Context: an optimization exercise on an open-source flow, tuned for small area, a short achievable clock period and few clock cycles per item. The choices shown serve that exercise and are no tape-out recipe.
In this exercise RTL edits were held to simulation tests only and were not proved equivalent to the original.
Power figures rest on the tool's default switching activity, not on a simulated workload.

==> inputs of 11-14 <==
## vmicro16_core
module vmicro16_core # (
    parameter DATA_WIDTH = 16,
    parameter CORE_ID    = 0
) (
    input         clk,
    input         reset,
    output [7:0]  dbug,
    output        halt,
    input  [7:0]   ints,
    input  [127:0] ints_data,
    output [7:0]   ints_ack,
    output reg [22:0] w_PADDR,
    output reg        w_PWRITE,
    output reg        w_PSELx,
    output reg        w_PENABLE,
    output reg [15:0] w_PWDATA,
    input      [15:0] w_PRDATA,
    input             w_PREADY,
    output [22:0] w2_PADDR,
    output        w2_PWRITE,
    output        w2_PSELx,
    output        w2_PENABLE,
    output [15:0] w2_PWDATA,
    input  [15:0] w2_PRDATA,
    input         w2_PREADY
);
    reg  [15:0] regs [0:7];
    reg  [3:0]  flags;               
    reg  [15:0] tim0 [0:63];         
    reg  [15:0] intv [0:7];          
    reg  [7:0]  intm;                
    reg         freq;                
    reg  [11:0] faddr;               
    reg  [11:0] rtgt;                
    reg         rpend;
    reg         fdrop;               
    reg  [15:0] ir, sb;              
    reg         iv, sv;
  ...
export LEC_CHECK = 0
export CAP_MARGIN = 20
export CORE_MARGIN = 2
export CORE_UTILIZATION = 40
export SETUP_SLACK_MARGIN = 5
export SLEW_MARGIN = 20
create_clock -name core_clock -period 10.0 [get_ports {clk}]
standard.sh (not shown) runs the stock make flow with config.mk's settings and CLKGATE_MAP_FILE= SYNTH_SCRIPT=/design/flow/synth_recipe.tcl, a recipe that flattens the netlist after the stock synthesis.
==> flow/flow/run.sh <==
#!/bin/bash
# The standard layout, with the timing repair aiming further below the clock
# period than config.mk's settings allow.
set -euo pipefail
bash standard.sh SETUP_SLACK_MARGIN=7 finish > standard.log 2>&1
==> 10-04: changes against 11-14 <==
--- a/flow/design.v
+++ b/flow/design.v
@@ -40,26 +40,18 @@
     reg  [21:0] ec;                  
     reg         ex_res;              
     reg         dres;                
     reg         ev;
     reg  [15:0] opA, opB;            
-    reg  [15:0] mA, mB;              
-    reg  [15:0] lA, lB;              
-    reg  [15:0] sD;                  
     reg         pl;                  
     reg  [2:0]  pl_rd;               
     reg         ld_rdy;              
     reg  [15:0] ld_data;
     reg         mph;                 
     reg  [15:0] ms, mc;              
     reg  [7:0]  mhs, mhc;
     reg  [5:0]  prevb;               
-    reg  [15:0] eaddr;               
-    reg         e_sub;               
-    reg  [15:0] e_y;                 
-    reg  [4:0]  e_reg;               
-    reg  [5:0]  e_rda6;              
     assign w2_PADDR   = {11'd0, faddr};
     assign w2_PSELx   = freq;
     assign w2_PENABLE = freq;
     assign w2_PWRITE  = 1'b0;
     assign w2_PWDATA  = 16'd0;
@@ -137,41 +129,42 @@
     wire ar_sub   = ec[19];
     wire ar_res   = ec[20];              
     wire ar_imm   = ec[21];              
     wire [15:0] A = opA;
     wire [15:0] B = opB;
-    wire [15:0] ar_sum  = A + (B ^ {16{e_sub}}) + e_y;
+    wire [15:0] ar_i    = ar_imm ? {12'd0, s5[3:0]} : 16'd0;
+    wire [15:0] ar_sum  = ar_sub ? (A - B - ar_i) : (A + B + ar_i);
     wire [16:0] cmp_t   = {1'b0, A} - {1'b0, B};
     wire [3:0]  cmp_f   = {cmp_t[15], (cmp_t[15:0] == 16'd0), 1'b0,
                            cmp_t[16] ^ cmp_t[15]};
     reg  [15:0] bit_res;
     always @(*)
         case (s5)
-            5'd0:    bit_res = lA | lB;
-            5'd1:    bit_res = lA ^ lB;
-            5'd2:    bit_res = lA & lB;
-            5'd3:    bit_res = ~lB;
-            5'd4:    bit_res = lA << lB;
-            5'd5:    bit_res = lA >> lB;
+            5'd0:    bit_res = A | B;
+            5'd1:    bit_res = A ^ B;
+            5'd2:    bit_res = A & B;
+            5'd3:    bit_res = ~B;
+            5'd4:    bit_res = A << B;
+            5'd5:    bit_res = A >> B;
             default: bit_res = 16'd0;
         endcase
-    wire [15:0] pp0 = mB[0] ? mA << 0 : 16'd0;
-    wire [15:0] pp1 = mB[1] ? mA << 1 : 16'd0;
-    wire [15:0] pp2 = mB[2] ? mA << 2 : 16'd0;
-    wire [15:0] pp3 = mB[3] ? mA << 3 : 16'd0;
-    wire [15:0] pp4 = mB[4] ? mA << 4 : 16'd0;
-    wire [15:0] pp5 = mB[5] ? mA << 5 : 16'd0;
-    wire [15:0] pp6 = mB[6] ? mA << 6 : 16'd0;
-    wire [15:0] pp7 = mB[7] ? mA << 7 : 16'd0;
-    wire [7:0]  pp8 = mB[8] ? mA[7:0] << 0 : 8'd0;
-    wire [7:0]  pp9 = mB[9] ? mA[7:0] << 1 : 8'd0;
-    wire [7:0]  pp10 = mB[10] ? mA[7:0] << 2 : 8'd0;
-    wire [7:0]  pp11 = mB[11] ? mA[7:0] << 3 : 8'd0;
-    wire [7:0]  pp12 = mB[12] ? mA[7:0] << 4 : 8'd0;
-    wire [7:0]  pp13 = mB[13] ? mA[7:0] << 5 : 8'd0;
-    wire [7:0]  pp14 = mB[14] ? mA[7:0] << 6 : 8'd0;
-    wire [7:0]  pp15 = mB[15] ? mA[7:0] << 7 : 8'd0;
+    wire [15:0] pp0 = B[0] ? A << 0 : 16'd0;
+    wire [15:0] pp1 = B[1] ? A << 1 : 16'd0;
+    wire [15:0] pp2 = B[2] ? A << 2 : 16'd0;
+    wire [15:0] pp3 = B[3] ? A << 3 : 16'd0;
+    wire [15:0] pp4 = B[4] ? A << 4 : 16'd0;
+    wire [15:0] pp5 = B[5] ? A << 5 : 16'd0;
+    wire [15:0] pp6 = B[6] ? A << 6 : 16'd0;
+    wire [15:0] pp7 = B[7] ? A << 7 : 16'd0;
+    wire [7:0]  pp8 = B[8] ? A[7:0] << 0 : 8'd0;
+    wire [7:0]  pp9 = B[9] ? A[7:0] << 1 : 8'd0;
+    wire [7:0]  pp10 = B[10] ? A[7:0] << 2 : 8'd0;
+    wire [7:0]  pp11 = B[11] ? A[7:0] << 3 : 8'd0;
+    wire [7:0]  pp12 = B[12] ? A[7:0] << 4 : 8'd0;
+    wire [7:0]  pp13 = B[13] ? A[7:0] << 5 : 8'd0;
+    wire [7:0]  pp14 = B[14] ? A[7:0] << 6 : 8'd0;
+    wire [7:0]  pp15 = B[15] ? A[7:0] << 7 : 8'd0;
     wire [15:0] cl0s = pp0 ^ pp1 ^ pp2;
     wire [15:0] cl0c = ((pp0 & pp1) | (pp0 & pp2) | (pp1 & pp2)) << 1;
     wire [15:0] cl1s = pp3 ^ pp4 ^ pp5;
     wire [15:0] cl1c = ((pp3 & pp4) | (pp3 & pp5) | (pp4 & pp5)) << 1;
     wire [15:0] cl2s = cl0s ^ cl0c ^ cl1s;
@@ -215,26 +208,27 @@
         if (op_movi)                   alu_res = {8'd0, imm8};
         if (ar_res)                    alu_res = ar_sum;
         if (op_setc)                   alu_res = {15'd0, cond_ok(flags, B[7:0])};
         if (op_mult)                   alu_res = mul_res;
     end
-    wire [15:0] addr    = eaddr;
-    wire        tim0_en = e_reg[0];
-    wire        sreg_en = e_reg[1];
-    wire        intv_en = e_reg[2];
-    wire        intm_en = e_reg[3];
-    wire        apb_en  = e_reg[4];
+    wire [15:0] addr    = B + {{11{s5[4]}}, s5};
+    wire        tim0_en = ~addr[12] & ~addr[9] & ~addr[7];
+    wire        sreg_en = addr[7] & ~addr[5] & ~addr[4];
+    wire        intv_en = addr[8] & ~addr[3];
+    wire        intm_en = addr[8] & addr[3];
+    wire        apb_en  = ~(tim0_en | sreg_en | intv_en | intm_en);
     reg  [15:0] sr_val;
     always @(*)
         case (addr[2:0])
             3'd0:    sr_val = CORE_ID;
             3'd1:    sr_val = 16'd32;
             3'd2:    sr_val = 16'd4096;
             3'd3:    sr_val = 16'd9;
             default: sr_val = 16'd0;
         endcase
-    wire [15:0] loc_rd = tim0_en ? tim0[e_rda6] :
+    wire [5:0]  rd_a6  = op_swex ? prevb + {s5[4], s5} : addr[5:0];
+    wire [15:0] loc_rd = tim0_en ? tim0[rd_a6] :
                          sreg_en ? sr_val :
                          intv_en ? intv[addr[2:0]] :
                                    {8'd0, intm};
     wire busy     = w_PSELx;
     wire bus_done = w_PSELx & w_PENABLE & w_PREADY;
@@ -251,35 +245,34 @@
     wire [15:0] e_wdata = is_ld ? loc_rd : alu_res;
     wire        wp_en   = (e_go & has_we) | pl_done;
     wire [2:0]  wp_idx  = pl_done ? pl_rd : rd;
     wire [15:0] wp_data = pl_done ? ld_data : e_wdata;
     wire        loc_we  = e_go & is_st;
-    reg reset_q;
-    always @(posedge clk)
-        reset_q <= reset;
     integer i;
     always @(posedge clk)
-        if (reset_q) begin
+        if (reset) begin
             for (i = 0; i < 8; i = i + 1)
                 regs[i] <= 16'd0;
             flags <= 4'd0;
             prevb <= 6'd0;
         end else begin
             if (wp_en)
                 regs[wp_idx] <= wp_data;
             if (e_go & op_cmp)
                 flags <= cmp_f;
             if (e_go)
-                prevb <= e_prevb;
+                prevb <= (op_movi | op_br) ? imm8[5:0] :
+                         ar_imm ? B[5:0] + s5[3:0] :
+                         B[5:0];
         end
     always @(posedge clk) begin
         if (loc_we & tim0_en)
-            tim0[addr[5:0]] <= sD;
+            tim0[addr[5:0]] <= A;
         if (loc_we & intv_en)
-            intv[addr[2:0]] <= sD;
+            intv[addr[2:0]] <= A;
         if (loc_we & intm_en)
-            intm <= sD[7:0];
+            intm <= A[7:0];
     end
     always @(posedge clk)
         if (reset) begin
             w_PSELx   <= 1'b0;
             w_PENABLE <= 1'b0;
@@ -310,37 +303,18 @@
             pl_rd <= rd;
     always @(posedge clk)
         if (issue_bus) begin
             w_PADDR  <= {op_lwex, op_swex, 5'd0, addr};
             w_PWRITE <= is_st;
-            w_PWDATA <= sD;
+            w_PWDATA <= A;
         end
     wire [2:0]  d_rd = ir[10:8];
     wire [2:0]  d_ra = ir[7:5];
     wire [15:0] d_A  = (wp_en && wp_idx == d_rd) ? wp_data : regs[d_rd];
     wire [15:0] d_B  = (wp_en && wp_idx == d_ra) ? wp_data : regs[d_ra];
     wire        e_free = ~ev | e_go;
-    wire [5:0]  e_prevb  = (op_movi | op_br) ? imm8[5:0] :
-                           ar_imm ? B[5:0] + s5[3:0] : B[5:0];
-    wire [21:0] d_dec    = decode(ir);
-    wire [15:0] d_i      = d_dec[21] ? {12'd0, ir[3:0]} : 16'd0;
-    wire [15:0] d_y      = d_dec[19] ? 16'd1 - d_i : d_i;
-    wire        e_wr_ra  = ev & has_we & (rd == d_ra);
-    wire        d_ld_ra  = pl & (pl_rd == d_ra);
-    wire        d_mstall = d_dec[14] & ((e_wr_ra & ~op_movi) | (d_ld_ra & ~ld_rdy));
-    wire [15:0] d_base   = e_wr_ra ? {8'd0, imm8} :
-                           d_ld_ra ? ld_data : regs[d_ra];
-    wire [15:0] d_addr   = d_base + {{11{ir[4]}}, ir[4:0]};
-    wire        d_tim0   = ~d_addr[12] & ~d_addr[9] & ~d_addr[7];
-    wire        d_sreg   = d_addr[7] & ~d_addr[5] & ~d_addr[4];
-    wire        d_intv   = d_addr[8] & ~d_addr[3];
-    wire        d_intm   = d_addr[8] & d_addr[3];
-    wire        d_apb    = ~(d_tim0 | d_sreg | d_intv | d_intm);
-    wire [5:0]  d_prevb  = ev ? e_prevb : prevb;
-    wire [5:0]  d_rda6   = d_dec[12] ? d_prevb + {ir[4], ir[4:0]} : d_addr[5:0];
-    wire        d_mult = (ir[15:11] == 5'b01011);
-    wire        d_go   = iv & e_free & ~redirect & ~d_mstall;
+    wire        d_go   = iv & e_free & ~redirect;
     wire        d_br     = iv & (ir[15:11] == 5'b01000);
     wire        e_wr_rd  = ev & has_we & (rd == d_rd);
     wire        d_tgt_ok = ~(ev & op_cmp) & ~(pl & (pl_rd == d_rd)) &
                            (~e_wr_rd | op_movi);
     wire [11:0] d_tgt    = e_wr_rd ? {4'd0, imm8} : regs[d_rd][11:0];
@@ -353,46 +327,17 @@
             ev <= d_go;
     always @(posedge clk) begin
         if (d_go)
             ex <= ir;
         if (d_go)
-            ec <= d_dec;
-        if (d_go) begin
-            e_sub  <= d_dec[19];
-            e_y    <= d_y;
-            eaddr  <= d_addr;
-            e_reg  <= {d_apb, d_intm, d_intv, d_sreg, d_tim0};
-            e_rda6 <= d_rda6;
-        end
+            ec <= decode(ir);
         if (d_go)
             ex_res <= dres | d_res;
         if (d_go)
             opA <= d_A;
         else if (pl_done & (rd == pl_rd))
             opA <= ld_data;
-        if (d_go & d_mult) begin
-            mA <= d_A;
-            mB <= d_B;
-        end else if (pl_done & op_mult) begin
-            if (rd == pl_rd)
-                mA <= ld_data;
-            if (ex[7:5] == pl_rd)
-                mB <= ld_data;
-        end
-        if (d_go & d_dec[2]) begin
-            lA <= d_A;
-            lB <= d_B;
-        end else if (pl_done & op_bit) begin
-            if (rd == pl_rd)
-                lA <= ld_data;
-            if (ex[7:5] == pl_rd)
-                lB <= ld_data;
-        end
-        if (d_go & d_dec[15])
-            sD <= d_A;
-        else if (pl_done & is_st & (rd == pl_rd))
-            sD <= ld_data;
         if (d_go)
             opB <= d_B;
         else if (pl_done & (ex[7:5] == pl_rd))
             opB <= ld_data;
     end
==> flow/run.sh (new file) <==
#!/bin/bash
# synth_recipe.tcl (not shown) runs the flow's synth.tcl, then flattens the netlist and writes it again
# the make line also repeats each setting of config.mk as NAME=value (left out here)
make -C /OpenROAD-flow-scripts/flow DESIGN_CONFIG=/design/flow/config.mk WORK_HOME=/design/flow/orfs CLKGATE_MAP_FILE= SYNTH_SCRIPT=/design/flow/synth_recipe.tcl finish
removed: flow/flow/run.sh
removed: flow/standard.sh
==> out/summary.md <==
Counting tap cells, the placed design contains a total of 7374 instances. The logs give 0.245 for the total routing usage reported by global routing and 102 for the post-synthesis cell type count. The run finished with no timing, DRC or antenna violations.

The number of nets in the layout was 5846; the count of cells resized by post-cts repair was 874. Ranked by instance count, the synthesized netlist is headed by 1560 x sky130_fd_sc_hd__edfxtp_1, 418 x sky130_fd_sc_hd__mux4_2, 334 x sky130_fd_sc_hd__nor2_1, 291 x sky130_fd_sc_hd__nand2_1, 227 x sky130_fd_sc_hd__inv_1. Counting stages on the worst path, the most repeated cell is sky130_fd_sc_hd__buf_6. Compared with the post-synthesis result, the final layout area differs by 24.3%.

Walking the worst path, the cells encountered are buf_6 -> buf_6 -> xnor2_2 -> fa_1 -> inv_2 -> ha_4 -> o21a_1 -> o211ai_1 -> buf_4 -> a211oi_4 -> nor3_2 -> or4_4 -> a32oi_4 -> buf_6 -> a2bb2oi_4 -> o22a_1. The relative area of clock buffers and inverters in the final design is 0.0562. Number of sinks driven by the clock tree: 1647. The first global-routing pass estimated 347000 microns of wire. Summed area of non-filler cells in the final layout: 96000 sq um.

In this run the power spent charging and discharging nets is 4.46 mW. The number of cells on the critical path was 16; the achievable clock frequency was 241 MHz.
the above is filed under 11-14

==> out/summary.md <==
The run gives 82700 sq um as the summed area of non-filler cells in the final layout. Ranked by instance count, the synthesized netlist is headed by 1448 x sky130_fd_sc_hd__edfxtp_1, 484 x sky130_fd_sc_hd__nor2_1, 359 x sky130_fd_sc_hd__nand2_1, 317 x sky130_fd_sc_hd__mux4_2, 183 x sky130_fd_sc_hd__mux2i_1. The end point of the critical path was opA[8].

The layout overhead on the synthesized area works out to 14.1%. Number of cells on the critical path: 11. The signal on the critical path passes through buf_6 -> ha_1 -> fa_2 -> mux2_4 -> mux4_2 -> nand2_1 -> and3_1 -> o21ai_0 -> or4b_1 -> a21o_1 -> o21ai_0.

The run gives 4.66 mW as the total net switching power. Counting stages on the worst path, the most repeated cell is sky130_fd_sc_hd__o21ai_0. Port buffering added 88 buffers. The net count of the finished layout is 5553. The count of placed standard cells including taps was 7307; the post-synthesis cell type count was 91. Relative area of clock buffers and inverters in the final design: 0.0612. The flow ran to the end and the layout has no timing, DRC or antenna violations. The global-route wire length before repair came out at 317000 microns. The total routing usage reported by global routing was 0.235; the achievable clock frequency was 197 MHz. The highest layer touched by signal routing is met4.
the above is filed under 10-04

Testbench counts of 11-14, summed over its fixed seeds: cycles 6,319, items 5,575.
Testbench counts of 10-04, summed over its fixed seeds: cycles 6,292, items 5,575.

-- what the ideal ports hide --
No port has a modelled driver above. Below, the same layouts with a new extraction and two added sets of constraints. Step 1 (the two cells are an assumption about what drives the block):
set clk [get_ports {clk}]
set_driving_cell -lib_cell sky130_fd_sc_hd__clkbuf_16 $clk
set_driving_cell -lib_cell sky130_fd_sc_hd__buf_2 [delete_from_list [all_inputs] $clk]
Step 2, shift: input delay + t, output delay - t, t = (earliest + latest rising clock arrival at the registers) / 2. This alone moves slack from input paths to output paths. Three values: ideal, step 1, step 2; two values: the first two.
| run | shift t [ns] | slack for setup (ns) | worst slew at a driven data input, ns |
|---|---|---|---|
| 11-14 | 0.881 | 5.844 / 5.844 / 5.844 | 0.06 |
| 10-04 | 0.902 | 4.930 / 4.930 / 4.930 | 0.05 |
After both steps every run listed still meets setup and hold.
